This is an optimization exercise on Yosys and OpenROAD, whose aim is small area, a short achievable clock period and few clock cycles per item, not a production implementation.
RTL that was checked went through simulation tests only; none was proved equivalent to the original.
Only the layout flow was run in runs 2 and 3; the RTL was not checked for function there.

==> flow/design.v, too long to show whole: its modules and the start of the top module <==
// module nr_div: 1674 lines
module nr_div (
    input rstn,
    input clk,
    input [23:0] d,
    input in_valid,
    output reg in_ready,
    output reg [23:0] out,
    output reg out_valid,
    input out_ready
);
  // ...
==> flow/run.sh <==
#!/bin/bash
# synth_recipe.tcl (not shown) runs the flow's synth.tcl, then flattens the netlist and writes it again
# the make line also repeats each setting of config.mk as NAME=value (left out here)
make -C /OpenROAD-flow-scripts/flow DESIGN_CONFIG=/design/flow/config.mk WORK_HOME=/design/flow/orfs CLKGATE_MAP_FILE= SYNTH_SCRIPT=/design/flow/synth_recipe.tcl finish
==> flow/config.mk <==
export PLATFORM = sky130hd
export DESIGN_NAME = nr_div
export DESIGN_NICKNAME = nr_div
export VERILOG_FILES = /design/flow/design.v
export SDC_FILE = /design/flow/constraint.sdc
export NUM_CORES = 4
export LEC_CHECK = 0
export CAP_MARGIN = 20
export CORE_MARGIN = 2
export CORE_UTILIZATION = 40
export SETUP_SLACK_MARGIN = 3.7
export SLEW_MARGIN = 20
==> flow/constraint.sdc <==
create_clock -name core_clock -period 8.0 [get_ports {clk}]
set_input_delay 1.6000 -clock core_clock [delete_from_list [all_inputs] [get_ports {clk}]]
set_output_delay 1.6000 -clock core_clock [all_outputs]
set_load 0.01 [all_outputs]
==> results.tsv, run 1 <==
stage	metric	value	unit
logic_synthesis	complex-gate fraction of the synthesized area	0.0393	
place	number of input and output port buffers inserted	53	
timing	highest clock frequency the design can meet	0.235	GHz
layout	fraction of cell area in non-clock buffers	0.0262	
layout	register with the most flip-flops	zc9_a	
setup_path	Worst setup SP type	flip-flop	
logic_synthesis	number of distinct library cell variants in the gate-level netlist after synthesis	65	
setup_path	endpoint kind of the worst setup timing path	flip-flop	
outcome	outcome	complete, no violations	
layout	area added between synthesis and finish	12.2	%
place	Placed Cells	5696	
global_route	GR peak layer	met2	
layout	number of flip-flops under the largest register name	32	
setup_path	max incr delay on CP	570	ps
setup_path	Slowest cell on crit path	fa_2	
layout	Antenna Cells	0	
setup_path	setup slack of the worst register-to-register path	3750	ps
logic_synthesis	share of cell area taken by muxes after synthesis	0.0117	
layout	number of flip-flops and latches	643	
layout	Repair and plain buffers	154	
floorplan	num rows	126	
route	Routed WL per cell	16.7	um
worst_hold_path	Worst Hold Endpoint	mp6[1]	
floorplan	die area	122000	um2
setup_path	buffering stage count on the worst path with inverters included	6	
route	vias per cell	4.78	
logic_synthesis	top-area cell type share of the netlist area	0.379	
setup_path	crit path to	sZ[14]	
worst_hold_path	startpoint of the lowest-slack hold path	mp5[1]	
cts	clock tree from TritonCTS	built	
global_route	global-route wire length before repair	161000	um
cts	count of instances resized after the clock tree is built	7	
place	worst slack after detailed placement	3200	ps
Testbench counts, summed over its fixed seeds: cycles 2,128, items 2,048.
==> run 2: changes to the inputs <==
--- a/flow/design.v
+++ b/flow/design.v
@@ -1,44 +1,45 @@
 module nr_div (
     input rstn,
     input clk,
     input [23:0] d,
     input in_valid,
-    output reg in_ready,
+    output in_ready,
     output reg [23:0] out,
     output reg out_valid,
     input out_ready
 );
     wire in_norm = d[23] ? ((d[22] == 1'b0 && d[21:8] != 14'd0) || d[22:8] == 15'h4000)
                          : d[22];
     wire acc = in_valid & in_ready;
     reg        v1, v2, v3, v4, v5, v6, v7, v8, v9;
     reg        f1, f2, f3, f4, f5, f6, f7, f8, f9;    
     reg        s1, s2, s3, s4, s5, s6, s7, s8, s9;
     reg [15:0] x1;
     reg [7:0]  dl1;
     reg [7:0]  ex2, ex3, ex4, ex5, ex6, ex7, ex8, ex9;
     reg [15:0] z2, z3, z4, z6, z7, zz8;
+    reg        z2h;                      
+    reg [1:0]  m2h;
     reg [13:0] mp2, mp3, mp4, mp5, mp6;
     reg [26:0] pa3_a, pa3_b;
     reg [11:0] ea4;
     reg [30:0] qb5_a, qb5_b;
     reg [21:0] pb7_a, pb7_b;
     reg [6:0]  eb8;
     reg [31:0] zc9_a, zc9_b;
-    reg        skv;                      
-    reg [23:0] sk;
     reg        sbusy;                    
     reg [2:0]  ph;                       
     reg [4:0]  cnt;
     reg [15:0] sM;
     reg [16:0] sZ, sB, sA;
     wire sdone = (ph == 3'd0);
-    wire en = !skv & !(v9 & f9 & !sdone);
+    wire en = (!out_valid | out_ready) & !(v9 & f9 & !sdone);
+    assign in_ready = (!out_valid | out_ready) & !sbusy;
     wire [15:0] m1 = x1 + {15'd0, s1};
     wire za_s1 = x1[0] ^ s1 ^ ~x1[4];
     wire za_c2 = (x1[0] & s1) | (x1[0] & ~x1[4]) | (s1 & ~x1[4]);
     wire za_s3 = x1[1] ^ ~x1[5] ^ x1[9];
     wire za_c4 = (x1[1] & ~x1[5]) | (x1[1] & x1[9]) | (~x1[5] & x1[9]);
     wire za_s5 = x1[2] ^ ~x1[6];
     wire za_c6 = x1[2] & ~x1[6];
     wire za_s7 = x1[3] ^ ~x1[7] ^ x1[11];
@@ -1590,75 +1591,66 @@
     wire [31:0] zc_b = {zc_s1535, zc_s1533, zc_s1531, zc_s1529, zc_s1527, zc_s1525, zc_s1523, zc_s1521, zc_s1519, zc_s1517, zc_s1515, zc_s1513, zc_s1511, zc_s1509, zc_s1507, zc_s1505, zc_s1503, zc_s1501, zc_s1499, zc_s1497, zc_s1495, zc_s1493, zc_s1491, zc_s1489, zc_s1487, zc_s1485, zc_s1483, zc_s1481, zc_s1479, zc_s1477, zc_s1475, 1'b1};
     wire [31:0] zc9 = zc9_a + zc9_b;
     wire [15:0] sm  = s9 ? (~sZ[16:1] + 16'd1) : sZ[16:1];
     wire [15:0] om  = f9 ? sm : zc9[31:16];
     wire [23:0] r9  = {om, ex9};
     always @(posedge clk) begin
         if (en) begin
             s1 <= d[23]; x1 <= d[23:8] ^ {16{d[23]}}; dl1 <= d[7:0];
-            s2 <= s1; ex2 <= 8'd1 - dl1; z2 <= z1[15:0]; mp2 <= m1[13:0];
+            s2 <= s1; ex2 <= 8'd1 - dl1; z2 <= z1[15:0]; mp2 <= m1[13:0]; z2h <= z1[16]; m2h <= m1[15:14];
             s3 <= s2; ex3 <= ex2; z3 <= z2; mp3 <= mp2; pa3_a <= pa_a; pa3_b <= pa_b;
             s4 <= s3; ex4 <= ex3; z4 <= z3; mp4 <= mp3; ea4 <= e1n;
             s5 <= s4; ex5 <= ex4; mp5 <= mp4; qb5_a <= qb_a; qb5_b <= qb_b;
             s6 <= s5; ex6 <= ex5; z6 <= qb5[30:15]; mp6 <= mp5;
             s7 <= s6; ex7 <= ex6; z7 <= z6; pb7_a <= pb_a; pb7_b <= pb_b;
             s8 <= s7; ex8 <= ex7; zz8 <= z7 ^ {16{s7}}; eb8 <= e2n;
             s9 <= s8; ex9 <= ex8; zc9_a <= zc_a; zc9_b <= zc_b;
         end
     end
     wire push = en & v9;
     wire pop  = out_valid & out_ready;
-    wire skv_n = pop ? 1'b0 : (push & out_valid) | skv;
-    wire sbusy_n = (acc & !in_norm) | (sbusy & !(push & f9));
     always @(posedge clk) begin
         if (!rstn) begin
             v1 <= 0; v2 <= 0; v3 <= 0; v4 <= 0; v5 <= 0; v6 <= 0; v7 <= 0; v8 <= 0; v9 <= 0;
             out_valid <= 0;
-            skv <= 0;
             sbusy <= 0;
-            in_ready <= 1;
         end else begin
             if (en) begin
                 v1 <= acc; v2 <= v1; v3 <= v2; v4 <= v3; v5 <= v4; v6 <= v5; v7 <= v6; v8 <= v7; v9 <= v8;
             end
-            if (pop) out_valid <= skv | push;
-            else if (push) out_valid <= 1;
-            skv <= skv_n;
-            sbusy <= sbusy_n;
-            in_ready <= !skv_n & !sbusy_n;
+            if (push) out_valid <= 1;
+            else if (pop) out_valid <= 0;
+            if (acc & !in_norm) sbusy <= 1;
+            else if (push & f9) sbusy <= 0;
         end
     end
     always @(posedge clk) begin
         if (en) begin
             f1 <= !in_norm; f2 <= f1; f3 <= f2; f4 <= f3; f5 <= f4; f6 <= f5; f7 <= f6; f8 <= f7; f9 <= f8;
         end
-        if (pop) begin
-            out <= skv ? sk : r9;
-        end else if (push & !out_valid) begin
-            out <= r9;
-        end
-        if (push & out_valid & !pop) sk <= r9;
+        if (push) out <= r9;
     end
-    wire        sstart = en & v1 & f1;
+    wire        sstart = en & v2 & f2;
+    wire [15:0] m2 = {m2h, mp2};
     wire [17:0] ssum = {1'b0, sA} + (sB[0] ? {1'b0, sZ} : 18'd0);
     wire [16:0] sH = {sA[14:0], sB[16:15]};
     wire [16:0] sT = (~sH + {16'd0, ~|sB[14:0]}) ^ 17'h10000;
     always @(posedge clk) begin
         if (!rstn) begin
             ph <= 0;
         end else if (sstart) begin
             ph <= 1;
         end else if (ph != 0 && cnt == 5'd17) begin
             ph <= (ph == 3'd4) ? 3'd0 : ph + 3'd1;
         end
     end
     always @(posedge clk) begin
         if (sstart) begin
-            sM <= m1; sZ <= z1; sB <= {1'b0, m1}; sA <= 0; cnt <= 0;
+            sM <= m2; sZ <= {z2h, z2}; sB <= {1'b0, m2}; sA <= 0; cnt <= 0;
         end else if (ph != 0) begin
             if (cnt == 5'd17) begin
                 cnt <= 0;
                 sA <= 0;
                 if (ph[0]) begin
                     sB <= sT;
                 end else begin
                     sZ <= sH;
==> run 2 against run 1 <==
Compared with the run above: flip-flop and latch count decreased by 23; setup slack improved by 26 ps; clock skew down 42 ps; final cell count decreased by 2.0%; largest cell class unchanged.
==> results.tsv, run 2 <==
stage	metric	value	unit	change
setup_path	data required time at the worst endpoint	8390	ps	was 8410 ps
timing	largest clock skew in the final design	24.8	ps	was 67.2 ps
layout	Antenna Cells	0		unchanged
logic_synthesis	number of enable-type register cells in the synthesized netlist	583		was 604
cts	number of sinks handled by clock tree synthesis	620		was 643
setup_path	FF-to-FF Start	x1[6]		was x1[1]
cts	Root Buffer Master	clkbuf_16		unchanged
logic_synthesis	post-synthesis sequential element count	620		was 643
cts	number of H-tree levels	3		unchanged
layout	number of flip-flops under the largest register name	32		unchanged
floorplan	placeable core area	116000	um2	was 118000 um2
floorplan	die area	119000	um2	was 122000 um2
global_route	overall routing resource usage	0.162		was 0.166
layout	Final nets	5133		was 5173
layout	Regs by FF count	zc9_a x32, zc9_b x31		unchanged
floorplan	num rows	125		was 126
setup_path	Worst Path Max Fanout	3		was 5
place	detailed placer's ending HPWL	67300	um	was 71700 um
cts	Bufs on Longest Clock Path	3		unchanged
route	DRC marker count from the first detailed-route iteration	1439		was 1558
timing	worst slew margin relative to its limit	0.297		was 0.340
floorplan	Initial Utilization	0.403		was 0.404
timing	Final min period	4220	ps	was 4250 ps
logic_synthesis	number of distinct library cell variants in the gate-level netlist after synthesis	71		was 65
route	DRT Pass-1 Iters	5		unchanged
setup_path	arrival time reported for the critical path endpoint	4610	ps	was 4660 ps
timing	highest clock frequency the design can meet	0.237	GHz	was 0.235 GHz
worst_hold_path	startpoint of the lowest-slack hold path	mp4[3]		was mp5[1]
setup_path	critical setup path kind	reg -> reg		unchanged
timing	Setup violations, final	0		unchanged
outcome	outcome	complete, no violations		unchanged
logic_synthesis	part of the Yosys area used for sequential elements	0.391		was 0.395
cts	Num CTS Buffers	73		was 77
layout	register with the most flip-flops	zc9_a		unchanged
setup_path	endpoint kind of the worst setup timing path	flip-flop		unchanged
cts	clock latency on the worst-skew pair	640	ps	was 660 ps
place	number of input and output port buffers inserted	53		unchanged
logic_synthesis	fraction of registers with async set/reset	0		unchanged
timing	RSZ-0062 raised after global routing	yes		unchanged
logic_synthesis	yosys synthesis warning count	1		unchanged
route	vias per cell	4.79		was 4.78
global_route	largest net degree at the start of global routing	107		was 200
cts	clock tree from TritonCTS	built		unchanged
timing	Slew @ Worst Pin	1050	ps	was 990 ps
logic_synthesis	biggest area contributors in the synthesized netlist	edfxtp_1 38%, fa_1 25%, ha_1 7.8%		was edfxtp_1 38%, fa_1 25%, ha_1 7.6%
worst_hold_path	Worst Hold Endpoint	mp5[3]		was mp6[1]
logic_synthesis	Post-synth top cells	828 x inv_1, 590 x fa_1, 583 x edfxtp_1		was 886 x inv_1, 604 x edfxtp_1, 590 x fa_1
worst_hold_path	hold path depth	0		unchanged
flow_run	Maximum Capacitance Violations	0		unchanged
route	total via count in the routed design	27800		was 28.3k
route	detailed-route DRC error count	0		unchanged
logic_synthesis	Syn Area/Cell	11.4	um2	was 11.5 um2
timing	crit share post-route	0.528		was 0.531
timing	final hold violation count	0		unchanged
floorplan	die outline height	346	um	was 350 um
setup_path	Worst setup SP type	flip-flop		unchanged
setup_path	R2R cell count	14		was 19
route	number of nets with antenna violations after detailed routing	0		unchanged
layout	area added between synthesis and finish	12.0	%	was 12.2%
layout	fraction of layout cells with a size suffix above 1	0.0668		was 0.0717
layout	commonest cells after routing, fill and taps aside	818 x inv_1, 589 x fa_1, 583 x edfxtp_1		was 871 x inv_1, 604 x edfxtp_1, 589 x fa_1
global_route	number of global-route vias before repair	29000		was 29.7k
place	Placer Congestion	0.819		about the same
layout	most common library cell in the layout ignoring fill and taps	inv_1		unchanged
setup_path	setup slack of the worst register-to-register path	3780	ps	was 3750 ps
global_route	antenna violations before repair	1		was 3
logic_synthesis	leading register cell type out of synthesis	edfxtp_1		unchanged
floorplan	die boundary width	346	um	was 350 um
logic_synthesis	most common cell in the synthesized netlist	inv_1		unchanged
global_route	sum of overflow across all layers after global routing	0		unchanged
logic_synthesis	cell taking the most area after synthesis	edfxtp_1		unchanged
logic_synthesis	Post-Synthesis Cells	4088		was 4155
worst_hold_path	HP Class	reg -> reg		unchanged
cts	Reg clk slew, reported paths	60	ps	about the same
floorplan	top-level I/O count	54		unchanged
logic_synthesis	cell area after technology mapping	46700	um2	was 47900 um2
route	Post-Route WL	94500	um	was 98700 um
logic_synthesis	Mapped Nets	4998		was 5064
timing	Setup Total Neg Slack	0	ps	unchanged
logic_synthesis	top-area cell type share of the netlist area	0.375		was 0.379
route	Routed WL per cell	16.3	um	was 16.7 um
global_route	global-route wire length before repair	156000	um	was 161000 um
timing	max-slew violation count	0		unchanged
setup_path	reg-to-reg critical path endpoint	z2[14]		was sZ[14]
==> run 2: changes by cell type after synthesis, moves of 20 or more <==
| cell | previous run | this run |
|---|---|---|
| nand2_1 | 371 | 436 |
| inv_1 | 886 | 828 |
| mux2_2 | 33 | 0 |
| a21oi_1 | 71 | 98 |
| edfxtp_1 | 604 | 583 |
| and2_1 | 486 | 466 |
==> run 2: layout make-up <==
class                      instances  area, um2
clock inverter                    49        587
multi-input combinational       2521      25000
timing repair buffer             178       1490
tap                             1524       1910
inverter                         829       3120
sequential                       620      18200
clock buffer                      84       1930
fill                           10700      63600
==> run 2: logic make-up after synthesis <==
logic type	count (synthesis)	share of synthesized area
xor gates and xnor gates	176	0.0330
AOI/OAI and AO/OA	320	0.0424
and+or+nand+nor	1129	0.123
DFF	620	0.391
adders and majority gates	882	0.331
muxes	14	0.00300
buffers and inverters	947	0.0764
==> run 2: layer usage <==
layer	up-vias	part of all wire	track usage
met5	-	0	0
met3	153	0.045	0.0282
met1	14000	0.45	0.217
met2	477	0.48	0.272
li1	13100	-	-
met4	0	0.025	0.0443
==> run 2: through the flow <==
| step | utilization | hold WS, ps | worst slack, ps | instance area, um2 | std cells |
|---|---|---|---|---|---|
| 6_report | 0.451 | 410 | 3780 | 52300 | 5805 |
| 5_1_grt | 0.451 | 419 | 3620 | 52300 | 5805 |
| 4_1_cts | 0.447 | 410 | 3700 | 51800 | 5759 |
| 3_5_place_dp | 0.421 | 405 | 2470 | 48800 | 5566 |
| 3_3_place_gp | 0.421 | 400 | 2570 | 48800 | 5566 |
| 2_1_floorplan | - | 400 | 3760 | 46700 | 4088 |
==> run 2: worst max-delay path, stage by stage (launching register included) <==
cell and delay, ps:
edfxtp_1 450, fa_1 550, inv_2 40, fa_1 490
inv_1 60, fa_1 480, ha_4 190, or4_4 520
a21oi_4 150, o21ai_2 90, o211ai_1 290, a31oi_2 160
o21a_1 250, o21ai_2 170, xnor2_1 90
==> run 2: timing repair <==
item | 4_1_cts | 5_1_grt
buffers inserted | 60 | 46
setup endpoints to repair | 156 | 119
gates resized for setup | 12 | 19
hold buffers | 0 | 0
pin swaps | 3 | 20
==> run 2: how the worst max path moves through the flow <==
stage                    from     end  slack [ps]
floorplan           out_ready  out[0]        3760
global placement    out_ready  sA[15]        2570
detailed placement  out_ready  sA[15]        2470
CTS                     ph[0]  sA[15]        3700
global route           x1[10]     z2h        3620
finish                  x1[6]  z2[14]        3780
==> run 3: changes to the inputs <==
==> flow/flow/run.sh (new file) <==
#!/bin/bash
# Standard layout, with one extra step between synthesis and floorplan:
# invopt.py re-polarises full adders (a full adder is self-dual) so that the
# netlist needs fewer inverters around them.  Registers are untouched.
set -euo pipefail
R=orfs/results/${FLOW_PLATFORM}/nr_div/base
bash standard.sh synth > synth.log 2>&1
cp "$R/1_2_yosys.v" "$R/1_2_yosys.std.v"
python3 flow/invopt.py "$R/1_2_yosys.std.v" "$R/1_2_yosys.v" > invopt.log 2>&1
rm -f "$R/1_synth.odb" "$R/1_synth.sdc"
bash standard.sh > layout.log 2>&1
==> flow/flow/invopt.py (new file) <==
#!/usr/bin/env python3
"""Remove inverters around full adders in a Yosys gate netlist.
A full adder is self-dual: complementing its three inputs complements both
outputs.  Each fa cell may therefore be 'flipped' (fed complemented inputs,
its outputs read as complemented); this pass picks flips that need the
fewest inverters and rewrites the netlist.  Usage: invopt.py in.v out.v"""
import re, sys, random
from collections import defaultdict

src = open(sys.argv[1]).read()
INV = re.compile(r'sky130_fd_sc_hd__(inv|clkinv)_\d+$')
cell_re = re.compile(r'^(\s*)(sky130_fd_sc_hd__\w+)\s+(\S+)\s*\((.*?)\);', re.S | re.M)
pin_re = re.compile(r'\.(\w+)\(\s*(.*?)\s*\)\s*(?:,|$)', re.S)
OUTPINS = {'X', 'Y', 'Q', 'Q_N', 'SUM', 'COUT', 'HI', 'LO'}

cells = []
for m in cell_re.finditer(src):
    pins = [(p, n.strip()) for p, n in pin_re.findall(m.group(4))]
    cells.append(dict(span=m.span(), indent=m.group(1), type=m.group(2), name=m.group(3), pins=pins))

driver = {}
loads = defaultdict(list)           # net -> [(cell idx, pin)]
for i, c in enumerate(cells):
    for p, n in c['pins']:
        if p in OUTPINS:
            driver[n] = (i, p)
        else:
            loads[n].append((i, p))

def is_inv(i):
    return bool(INV.match(cells[i]['type']))
def is_fa(i):
    return re.match(r'sky130_fd_sc_hd__fa_\d+$', cells[i]['type']) is not None

# base signal of each net: follow inverter chains back to a non-inverter driver
def base(n):
    par = 0
    seen = 0
    while n in driver and is_inv(driver[n][0]) and seen < 50:
        i = driver[n][0]
        n = dict(cells[i]['pins'])['A']
        par ^= 1
        seen += 1
    return n, par

# groups: base net -> list of consumer pins with their polarity relative to base
groups = defaultdict(list)
inv_cells = set()
for i, c in enumerate(cells):
    if is_inv(i):
        inv_cells.add(i)
        continue
    for p, n in c['pins']:
        if p in OUTPINS:
            continue
        b, par = base(n)
        groups[b].append((i, p, par))
# nets used by module ports / assigns outside cells: keep their polarity fixed
other = src
for c in reversed(cells):
    s, e = c['span']
    other = other[:s] + other[e:]
extern = defaultdict(int)
for line in other.split(";"):
    l = line.strip()
    if l.startswith("assign") or l.startswith("output") or l.startswith("input"):
        for tok in re.findall(r'\\\S+|[A-Za-z_][\w$]*(?:\[\d+\])?', l):
            extern[tok] += 1
# inverter output nets referenced outside cells (e.g. output ports)
ext_need = defaultdict(set)
for n in list(driver):
    if n in extern and driver[n][0] in inv_cells:
        b, par = base(n)
        ext_need[b].add(par)
for n in extern:
    if n in driver and driver[n][0] not in inv_cells:
        ext_need[n].add(0)

fixed = set(driver[n][0] for n in extern if n in driver)
fa_idx = [i for i in range(len(cells)) if is_fa(i) and i not in fixed]
flip = defaultdict(int)
def drv_pol(b):
    if b in driver and is_fa(driver[b][0]):
        return flip[driver[b][0]]
    return 0
def group_cost(b):
    need = set(ext_need.get(b, ()))
    for i, p, par in groups[b]:
        need.add(par ^ (flip[i] if is_fa(i) else 0))
    dp = drv_pol(b)
    return 1 if any(x != dp for x in need) else 0

# groups touched by each fa
touch = defaultdict(set)
for b, lst in groups.items():
    for i, p, par in lst:
        if is_fa(i):
            touch[i].add(b)
    if b in driver and is_fa(driver[b][0]):
        touch[driver[b][0]].add(b)
for b in ext_need:
    if b in driver and is_fa(driver[b][0]):
        touch[driver[b][0]].add(b)

allg = set(groups) | set(ext_need)
before = sum(1 for b in allg if any(True for _ in [0]) and group_cost(b))
import math
random.seed(1)
cur = sum(group_cost(b) for b in allg)
best = cur; bestflip = dict(flip)
T = 2.0
steps = 400 * max(1, len(fa_idx))
for k in range(steps):
    i = random.choice(fa_idx)
    gs = touch[i]
    c0 = sum(group_cost(b) for b in gs)
    flip[i] ^= 1
    c1 = sum(group_cost(b) for b in gs)
    d = c1 - c0
    if d <= 0 or random.random() < math.exp(-d / T):
        cur += d
        if cur < best:
            best = cur; bestflip = dict(flip)
    else:
        flip[i] ^= 1
    T = max(0.05, 2.0 * (1 - k / steps))
flip.clear(); flip.update(bestflip)
after = sum(group_cost(b) for b in allg)
nflip = sum(flip[i] for i in fa_idx)
sys.stderr.write(f"inverters: {len(inv_cells)} cells; groups needing one before {before}, after {after}; flipped {nflip} of {len(fa_idx)} fa\n")

if len(sys.argv) < 3:
    sys.exit(0)

# rewrite: one inverter per group that needs the other polarity
newnets = []
edits = {}                          # cell idx -> new pin list
repl_inv = []
cnt = 0
def pin_set(i, p, n):
    pl = edits.get(i, list(cells[i]['pins']))
    pl = [(pp, n if pp == p else nn) for pp, nn in pl]
    edits[i] = pl
for b in allg:
    dp = drv_pol(b)
    consumers = groups.get(b, [])
    need_inv = any((par ^ (flip[i] if is_fa(i) else 0)) != dp for i, p, par in consumers) or any(x != dp for x in ext_need.get(b, ()))
    invnet = None
    if need_inv:
        cnt += 1
        invnet = f"_invopt_{cnt}_"
        newnets.append(invnet)
        repl_inv.append((b, invnet))
    for i, p, par in consumers:
        want = par ^ (flip[i] if is_fa(i) else 0)
        pin_set(i, p, b if want == dp else invnet)
    # external references to inverted copies: keep via assigns

# external nets that were inverter outputs: drive them from the new structure
assigns = []
for n in list(driver):
    if n in extern and driver[n][0] in inv_cells:
        b, par = base(n)
        dp = drv_pol(b)
        src_net = b if par == dp else [x for bb, x in repl_inv if bb == b][0]
        assigns.append((n, src_net))
for n in extern:
    if n in driver and driver[n][0] not in inv_cells and drv_pol(n) == 1:
        # a flipped fa output drives a port/assign directly: not handled
        raise SystemExit("flipped fa output referenced outside cells: " + n)

out = []
pos = 0
for i, c in enumerate(cells):
    s, e = c['span']
    out.append(src[pos:s])
    pos = e
    if i in inv_cells:
        continue
    pl = edits.get(i, c['pins'])
    body = ",\n".join(f"    .{p}({n}{' ' if n.startswith(chr(92)) else ''})" for p, n in pl)
    out.append(f"{c['indent']}{c['type']} {c['name']} (\n{body}\n  );")
out.append(src[pos:])
txt = "".join(out)
decl = "".join(f"  wire {n};\n" for n in newnets)
sp = lambda n: n + (' ' if n.startswith(chr(92)) else '')
insts = "".join(f"  sky130_fd_sc_hd__inv_1 _invopt_cell_{k}_ (\n    .A({sp(b)}),\n    .Y({x})\n  );\n" for k, (b, x) in enumerate(repl_inv))
asg = "".join(f"  assign {sp(n)} = {sp(s)};\n" for n, s in assigns)
# wires of removed inverter outputs stay declared (unused) - harmless
txt = txt.replace("endmodule", decl + insts + asg + "endmodule", 1)
open(sys.argv[2], "w").write(txt)
sys.stderr.write(f"wrote {sys.argv[2]}: {len(repl_inv)} inverters\n")
==> flow/standard.sh (new file) <==
#!/bin/bash
# synth_recipe.tcl (not shown) runs the flow's synth.tcl, then flattens the netlist and writes it again
# the make line also repeats each setting of config.mk as NAME=value (left out here)
make -C /OpenROAD-flow-scripts/flow DESIGN_CONFIG=/design/flow/config.mk WORK_HOME=/design/flow/orfs CLKGATE_MAP_FILE= SYNTH_SCRIPT=/design/flow/synth_recipe.tcl "${@:-finish}"
removed: flow/run.sh
==> run 3 against run 2 <==
Compared with the run above: routed wire length shrank 1.6%; non-clock buffer count shrank 24; critical path type unchanged; utilization shrank 0.073 points; still clean on timing, DRC and antenna; largest cell class unchanged; setup slack lost 14 ps; final cell count shrank 7.2%; register-to-register slack is essentially flat; design area shrank 3.2%.
==> results.tsv, run 3 <==
stage	metric	value	unit	change
floorplan	die outline height	340	um	was 346 um
timing	final worst hold slack	403	ps	was 410 ps
route	highest routed metal layer	met4		unchanged
route	detailed-route DRC error count	0		unchanged
layout	final core utilization	0.450		was 0.451
route	detailed-routing wirelength on met1	42500	um	about the same
route	Routed WL per cell	17.3	um	was 16.3 um
setup_path	max incr delay on CP	580	ps	was 550 ps
place	Placed Cells	5171		was 5566
route	vias per cell	4.92		was 4.79
route	total via count in the routed design	26500		was 27.8k
timing	crit share post-route	0.529		was 0.528
timing	worst slew margin relative to its limit	0.351		was 0.297
layout	Regs by FF count	zc9_a x32, zc9_b x31		unchanged
cts	number of H-tree levels	3		unchanged
floorplan	num rows	123		was 125
place	Placer Congestion	0.831		was 0.819
layout	number of flip-flops under the largest register name	32		unchanged
cts	Bufs on Longest Clock Path	3		unchanged
global_route	largest net degree at the start of global routing	178		was 107
layout	fraction of layout cells with a size suffix above 1	0.0654		was 0.0668
floorplan	Initial Utilization	0.403		about the same
cts	Reg clk slew, reported paths	60	ps	about the same
cts	clock latency on the worst-skew pair	640	ps	about the same
setup_path	arrival time reported for the critical path endpoint	4620	ps	was 4610 ps
setup_path	data required time at the worst endpoint	8390	ps	about the same
route	number of nets with antenna violations after detailed routing	0		unchanged
timing	final hold violation count	0		unchanged
setup_path	buffering stage count on the worst path with inverters included	1		was 2
setup_path	critical setup path kind	reg -> reg		unchanged
timing	Setup Total Neg Slack	0	ps	unchanged
outcome	outcome	complete, no violations		unchanged
floorplan	die boundary width	340	um	was 346 um
cts	Num CTS Buffers	72		was 73
timing	Final min period	4230	ps	was 4220 ps
global_route	global-route wire length before repair	152000	um	was 156000 um
floorplan	placeable core area	112000	um2	was 116000 um2
place	number of input and output port buffers inserted	53		unchanged
layout	register with the most flip-flops	zc9_a		unchanged
route	DR WL met3	3480	um	was 4210 um
setup_path	most frequent cell on the critical path	fa_1		unchanged
global_route	overall routing resource usage	0.165		was 0.162
timing	largest clock skew in the final design	40.4	ps	was 24.8 ps
timing	max-slew violation count	0		unchanged
layout	area added between synthesis and finish	11.7	%	was 12.0%
layout	Final nets	4737		was 5133
setup_path	Slowest cell on crit path	fa_1		unchanged
global_route	number of global-route vias before repair	28100		was 29.0k
cts	Root Buffer Master	clkbuf_16		unchanged
route	routed wire length on met2	45000	um	was 45400 um
logic_synthesis	Syn Area/Cell	12.2	um2	was 11.4 um2
layout	commonest cells after routing, fill and taps aside	588 x fa_1, 583 x edfxtp_1, 465 x and2_1		was 818 x inv_1, 589 x fa_1, 583 x edfxtp_1
flow_run	Maximum Capacitance Violations	0		unchanged
layout	most common library cell in the layout ignoring fill and taps	fa_1		was inv_1
logic_synthesis	Mapped Nets	4627		was 4998
cts	number of sinks handled by clock tree synthesis	620		unchanged
global_route	antenna violations before repair	0		was 1
setup_path	dominant delay contributor by cell family on the critical path	adder cells		unchanged
route	DRT Pass-1 Iters	5		unchanged
setup_path	Worst Path Max Fanout	3		unchanged
layout	post-route non-filler standard cell count	5386		was 5805
setup_path	Worst setup SP type	flip-flop		unchanged
place	detailed placer's ending HPWL	65900	um	was 67300 um
timing	Slew @ Worst Pin	974	ps	was 1050 ps
layout	Fillers	10300		was 10.7k
timing	highest clock frequency the design can meet	0.236	GHz	was 0.237 GHz
logic_synthesis	yosys synthesis warning count	1		unchanged
layout	Antenna Cells	0		unchanged
timing	RSZ-0062 raised after global routing	yes		unchanged
logic_synthesis	Post-Synthesis Cells	3717		was 4088
global_route	sum of overflow across all layers after global routing	0		unchanged
logic_synthesis	cell area after technology mapping	45300	um2	was 46700 um2
timing	Setup violations, final	0		unchanged
setup_path	cells along the critical path	inv_2 > fa_1 > fa_1 > fa_1 > ha_2 > or4_4 > a21oi_4 > o21ai_2 > o211ai_1 > a31oi_2 > o21a_1 > o21ai_2 > o21ai_1		was fa_1 > inv_2 > fa_1 > inv_1 > fa_1 > ha_4 > or4_4 > a21oi_4 > o21ai_2 > o211ai_1 > a31oi_2 > o21a_1 > o21ai_2 > xnor2_1
cts	clock tree from TritonCTS	built		unchanged
setup_path	endpoint kind of the worst setup timing path	flip-flop		unchanged
worst_hold_path	HP Class	reg -> reg		unchanged
floorplan	top-level I/O count	54		unchanged
floorplan	die area	116000	um2	was 119000 um2
route	Post-Route WL	93000	um	was 94500 um
route	DRC marker count from the first detailed-route iteration	1601		was 1439
## run 3: layer usage
| metal | GRT usage | up-vias |
|---|---|---|
| li1 | - | 12400 |
| met1 | 0.227 | 13600 |
| met2 | 0.274 | 426 |
| met3 | 0.0253 | 130 |
| met4 | 0.0410 | 0 |
| met5 | 0 | - |
## run 3: worst paths after layout
path	start	endpoint	slack, ps	cells past startpoint
max	x1[10]	z2h	3770	13
min	z3[9]	z4[9]	400	0
max reg2reg	x1[10]	z2h	3770	13
min reg2reg	z3[9]	z4[9]	400	0
## run 3: worst reg2reg max path: cells and delay by family (launching register included)
family	cells	cell delay (ps)
and+or+nand+nor	1	540
buffers and inverters	1	90
adders and majority gates	4	1690
DFF	1	410
AOI/OAI and AO/OA	7	1260
## run 3: timing repair
| item | in CTS | in global routing |
|---|---|---|
| buffers inserted | 32 | 50 |
| pin swaps | 3 | 16 |
| endpoints found under the hold margin | 0 | 0 |
| gates resized for setup | 17 | 14 |
| hold buffers | 0 | 0 |
| cloned | 0 | 0 |
| setup endpoints to repair | 330 | 77 |
## run 3: cell type report
class                   instances  area (um2)  area share
clock buffers                  85        1880      0.0372
clock inverters                48         538      0.0106
inverters                     458        1730      0.0342
multi-input cells            2521       25000       0.494
flip-flops and latches        620       18200       0.361
well taps                    1500        1880      0.0371
repair buffers                154        1330      0.0263
## run 3: per-stage QoR
stage,cell area [um2],worst slack [ps]
floorplan,45300,3760
global placement,47400,2580
detailed placement,47400,2490
CTS,50100,3700
global route,50600,3660
finish,50600,3770

-- re-timing with driven ports --
The results above use ideal ports. As a check the final layouts listed here were re-extracted and re-timed, cells and wires unchanged.
Step 1, drivers: a clkbuf_16 drives clk and a buf_2 each remaining input, both assumed.
Step 2 also shifts input and output timing later by t, the mid clock arrival at the registers, as if the neighbouring blocks saw the same clock.
a / b / c = no drivers / after step 1 / after step 2; a / b = the first two.
run | t, ns | setup WS [ns] | worst setup path at the end
run 1 | 0.695 | 3.753 / 3.753 / 3.753 | register to register
run 2 | 0.694 | 3.779 / 3.779 / 3.355 | input to register
run 3 | 0.693 | 3.765 / 3.765 / 3.312 | input to register
After both steps every run listed still meets setup and hold. For run 3, which loses most, drivers alone change the setup slack by 0.000 ns; drivers and shift together by -0.453 ns.
